Context: an optimization exercise on an open-source flow, tuned for small area and a short achievable clock period. The choices shown serve that exercise and are no tape-out recipe. Only simulation tests tie the RTL to the original design; equivalence was not proved.

harbor:
## LIFSIM
module LIFSIM (
    input  wire        clk,
    input  wire        reset,
    input  wire [15:0] I_app,
    input  wire [15:0] I_fb,
    output wire [15:0] V_mem,
    output wire [15:0] V_out,
    output wire [15:0] U_leak,
    output wire [31:0] dU_dt,
    output wire [31:0] dV_dt
);
export LEC_CHECK = 0
export CAP_MARGIN = 20
export CORE_MARGIN = 2
export CORE_UTILIZATION = 60
export SETUP_SLACK_MARGIN = 4.2
export SLEW_MARGIN = 20
create_clock -name core_clock -period 7.0 [get_ports {clk}]
standard.sh (not shown) runs the stock make flow with config.mk's settings and CLKGATE_MAP_FILE= SYNTH_SCRIPT=/design/flow/synth_recipe.tcl, a recipe that flattens the netlist after the stock synthesis.
==> flow/flow/run.sh <==
#!/bin/bash
# Standard ORFS layout; only synthesis's abc mapping (flow/my_synth.tcl), the port
# buffer cell and the make settings in flow/extra differ. Tool output goes to logs here.
set -euo pipefail
W=$(pwd)
export MY_ABC_SCRIPT=$W/flow/abc_main.script
export MY_CONE_SCRIPT=$W/flow/abc_cone.script
export MY_NO_FA=1
EXTRA=()
if [[ -f $W/flow/extra ]]; then mapfile -t EXTRA < $W/flow/extra; fi
bash standard.sh SYNTH_SCRIPT=$W/flow/my_synth.tcl "${EXTRA[@]}" finish > $W/make_finish.log 2>&1
==> flow/flow/abc_cone.script <==
strash
dch -f
map -D 1200
topo
upsize -D 1200
dnsize -D 1200
==> flow/flow/abc_main.script <==
strash
dch -f
map -B 0.9
topo
stime -c
buffer -c
upsize -c
dnsize -c
==> flow/flow/extra <==
BUFFER_PORTS_ARGS=-buffer_cell sky130_fd_sc_hd__buf_1
SKIP_REPAIR_TIE_FANOUT=1
==> flow/flow/my_synth.tcl <==
proc synth {args} { yosys synth -nofsm -noshare {*}$args }
# Same synthesis as synth_recipe.tcl, with a different abc script and delay target.
proc abc {args} {
  set out {}
  set skip 0
  foreach a $args {
    if { $skip } { set skip 0; continue }
    if { $a eq "-script" || $a eq "-D" } { set skip 1; continue }
    lappend out $a
  }
  if { [info exists ::env(MY_ABC_SCRIPT)] && $::env(MY_ABC_SCRIPT) ne "" } {
    lappend out -script $::env(MY_ABC_SCRIPT)
  } else {
    lappend out -script $::env(SCRIPTS_DIR)/abc_speed.script
  }
  if { [info exists ::env(MY_ABC_D)] && $::env(MY_ABC_D) ne "" } {
    lappend out -D $::env(MY_ABC_D)
  }
  if { [info exists ::env(MY_CONE_SCRIPT)] && $::env(MY_CONE_SCRIPT) ne "" } {
    # map the input cone of the U_leak registers first, with its own (tighter) script
    set cone {}
    foreach a $out { lappend cone $a }
    set i [lsearch $cone -script]
    set cone [lreplace $cone [expr {$i + 1}] [expr {$i + 1}] $::env(MY_CONE_SCRIPT)]
    yosys select -set ucone c:u_r* %ci*:-sky130_fd_sc_hd__dfxtp_1\[Q\]
    yosys select -list @ucone
    yosys abc {*}$cone @ucone
  }
  yosys abc {*}$out
}
if { [info exists ::env(MY_NO_FA)] && $::env(MY_NO_FA) eq "1" } {
  proc extract_fa {args} { puts "extract_fa skipped" }
}
source $::env(SCRIPTS_DIR)/synth.tcl
# left out here: clear keep_hierarchy, flatten, clean up, hide names made inside functions, write 1_2_yosys.v
No stage failed in harbor, and the final checks on the layout all came back clean.
Input-level comparison between onyx and harbor:
Settings: a change of CORE_UTILIZATION from 60 to 70; a change of SETUP_SLACK_MARGIN from 4.2 to 3.85.
==> flow/flow/run.sh <==
#!/bin/bash
# Standard ORFS layout; only synthesis's abc mapping (flow/my_synth.tcl) and the port
# buffer cell differ. Each tool's output goes to a log in this folder.
set -euo pipefail
W=$(pwd)
export MY_ABC_SCRIPT=$W/flow/abc_main.script
export MY_CONE_SCRIPT=$W/flow/abc_cone.script
export MY_NO_FA=1
PORTBUF=$(cat $W/flow/portbuf 2>/dev/null || echo sky130_fd_sc_hd__buf_1)
bash standard.sh SYNTH_SCRIPT=$W/flow/my_synth.tcl "BUFFER_PORTS_ARGS=-buffer_cell $PORTBUF" $(cat $W/flow/extra 2>/dev/null || true) finish > $W/make_finish.log 2>&1
==> flow/flow/abc_cone.script <==
strash
dch -f
map -D 700
topo
upsize -D 700
dnsize -D 700
==> flow/flow/abc_main.script <==
strash
dch -f
map -D 2000
topo
upsize -D 2000
dnsize -D 2000
==> flow/flow/extra <==
SKIP_REPAIR_TIE_FANOUT=1
==> summary.txt <==
- XOR/XNOR share of the synthesized area ends up higher on onyx.
- Going from harbor to onyx, share of the core filled with cells in the final layout grows by 12 points.
- Die height shrinks by more than 10% when moving from harbor to onyx.
- From harbor to onyx the numbers moved as follows: count of multi-input combinational gates lost 198; total wirelength of the detailed-routed design lost about 13%; worst hold slack lost 0.0081 ns.
- Diff harbor and onyx: count of plain and timing-repair buffers in the layout higher in onyx
- Going from harbor to onyx, the number of clock buffers in the layout was found to have gone down by 2.
- Setup slack: onyx less than harbor
- In the tables for harbor and onyx, number of distinct library cells after synthesis reads higher with onyx.
Input-level comparison between xenon and onyx:
Settings: swapping 3.85 for 3.8 in SETUP_SLACK_MARGIN; swapping 70 for 60 in CORE_UTILIZATION.
==> flow/flow/run.sh <==
#!/bin/bash
# Standard ORFS layout; only synthesis's abc mapping (flow/my_synth.tcl), the port
# buffer cell and the make settings in flow/extra differ. Tool output goes to logs here.
set -euo pipefail
W=$(pwd)
export MY_ABC_SCRIPT=$W/flow/abc_main.script
export MY_CONE_SCRIPT=$W/flow/abc_cone.script
export MY_NO_FA=1
EXTRA=()
if [[ -f $W/flow/extra ]]; then mapfile -t EXTRA < $W/flow/extra; fi
bash standard.sh SYNTH_SCRIPT=$W/flow/my_synth.tcl "${EXTRA[@]}" finish > $W/make_finish.log 2>&1
==> flow/flow/abc_cone.script <==
strash
dch -f
map -D 1200
topo
upsize -D 1200
dnsize -D 1200
==> flow/flow/extra <==
BUFFER_PORTS_ARGS=-buffer_cell sky130_fd_sc_hd__buf_1
SKIP_REPAIR_TIE_FANOUT=1
--- outcome ---
Compared with onyx, in xenon final cycle utilization of the critical path lost 0.93 points; worst setup slack picked up an extra 0.065 ns; routed via count divided by cell count lost 0.28; die area picked up an extra 1600 µm².
Summary of xenon over onyx: worst hold slack shrank by 0.0031 ns, count of buffers added by post-CTS timing repair for setup shrank by 2, met1 routing resource usage after global routing shrank by 5.8 points.
[inputs] tundra vs xenon
Settings: changing SETUP_SLACK_MARGIN from 3.8 to 4.0.
==> flow/flow/run.sh <==
#!/bin/bash
# Standard ORFS layout; only synthesis's abc mapping (flow/my_synth.tcl) and the port
# buffer cell differ. Each tool's output goes to a log in this folder.
set -euo pipefail
W=$(pwd)
export MY_ABC_SCRIPT=$W/flow/abc_main.script
export MY_CONE_SCRIPT=$W/flow/abc_cone.script
export MY_NO_FA=1
PORTBUF=$(cat $W/flow/portbuf 2>/dev/null || echo sky130_fd_sc_hd__buf_1)
bash standard.sh SYNTH_SCRIPT=$W/flow/my_synth.tcl "BUFFER_PORTS_ARGS=-buffer_cell $PORTBUF" $(cat $W/flow/extra 2>/dev/null || true) finish > $W/make_finish.log 2>&1
==> flow/flow/abc_cone.script <==
strash
dch -f
map -D 700
topo
upsize -D 700
dnsize -D 700
==> flow/flow/extra <==
SKIP_REPAIR_TIE_FANOUT=1
Findings:
- Going from xenon to tundra, maximum clock rate comparable, post-route standard cell area excluding fillers now larger.
- Relative to xenon, share of final-layout standard cells stronger than drive strength 1 increased by 10 points in tundra.
- tundra — via count 374 higher, xenon as reference
- Net count after synthesis came out exactly the same in xenon and tundra.

-- static timing again, ports no longer ideal --
The results above use ideal ports. As a check the final layouts listed here were re-extracted and re-timed, cells and wires unchanged. Step 1: set_driving_cell puts a clkbuf_16 on clk and a buf_2 on each other input, an assumption about the parent block. Step 2 moves the port delays by t, midway between the first and last clock arrival at a register: inputs arrive t later, outputs are due t later. That takes back most of the time a late clock gives input paths. Slacks: no drivers / after step 1 / after step 2; pairs: no drivers / after step 1.
run	t, ns	slack for setup (ns)	worst setup path after step 2
harbor	0.374	4.226 / 4.231 / 3.856	input to register
onyx	0.379	3.898 / 3.898 / 3.774	input to register
xenon	0.373	3.963 / 3.963 / 3.722	input to register
tundra	0.384	3.968 / 3.968 / 3.824	input to register
After both steps setup and hold are still met in every run listed. The setup slack of harbor, which loses most, moves by +0.005 ns with the drivers and by -0.370 ns with both steps.
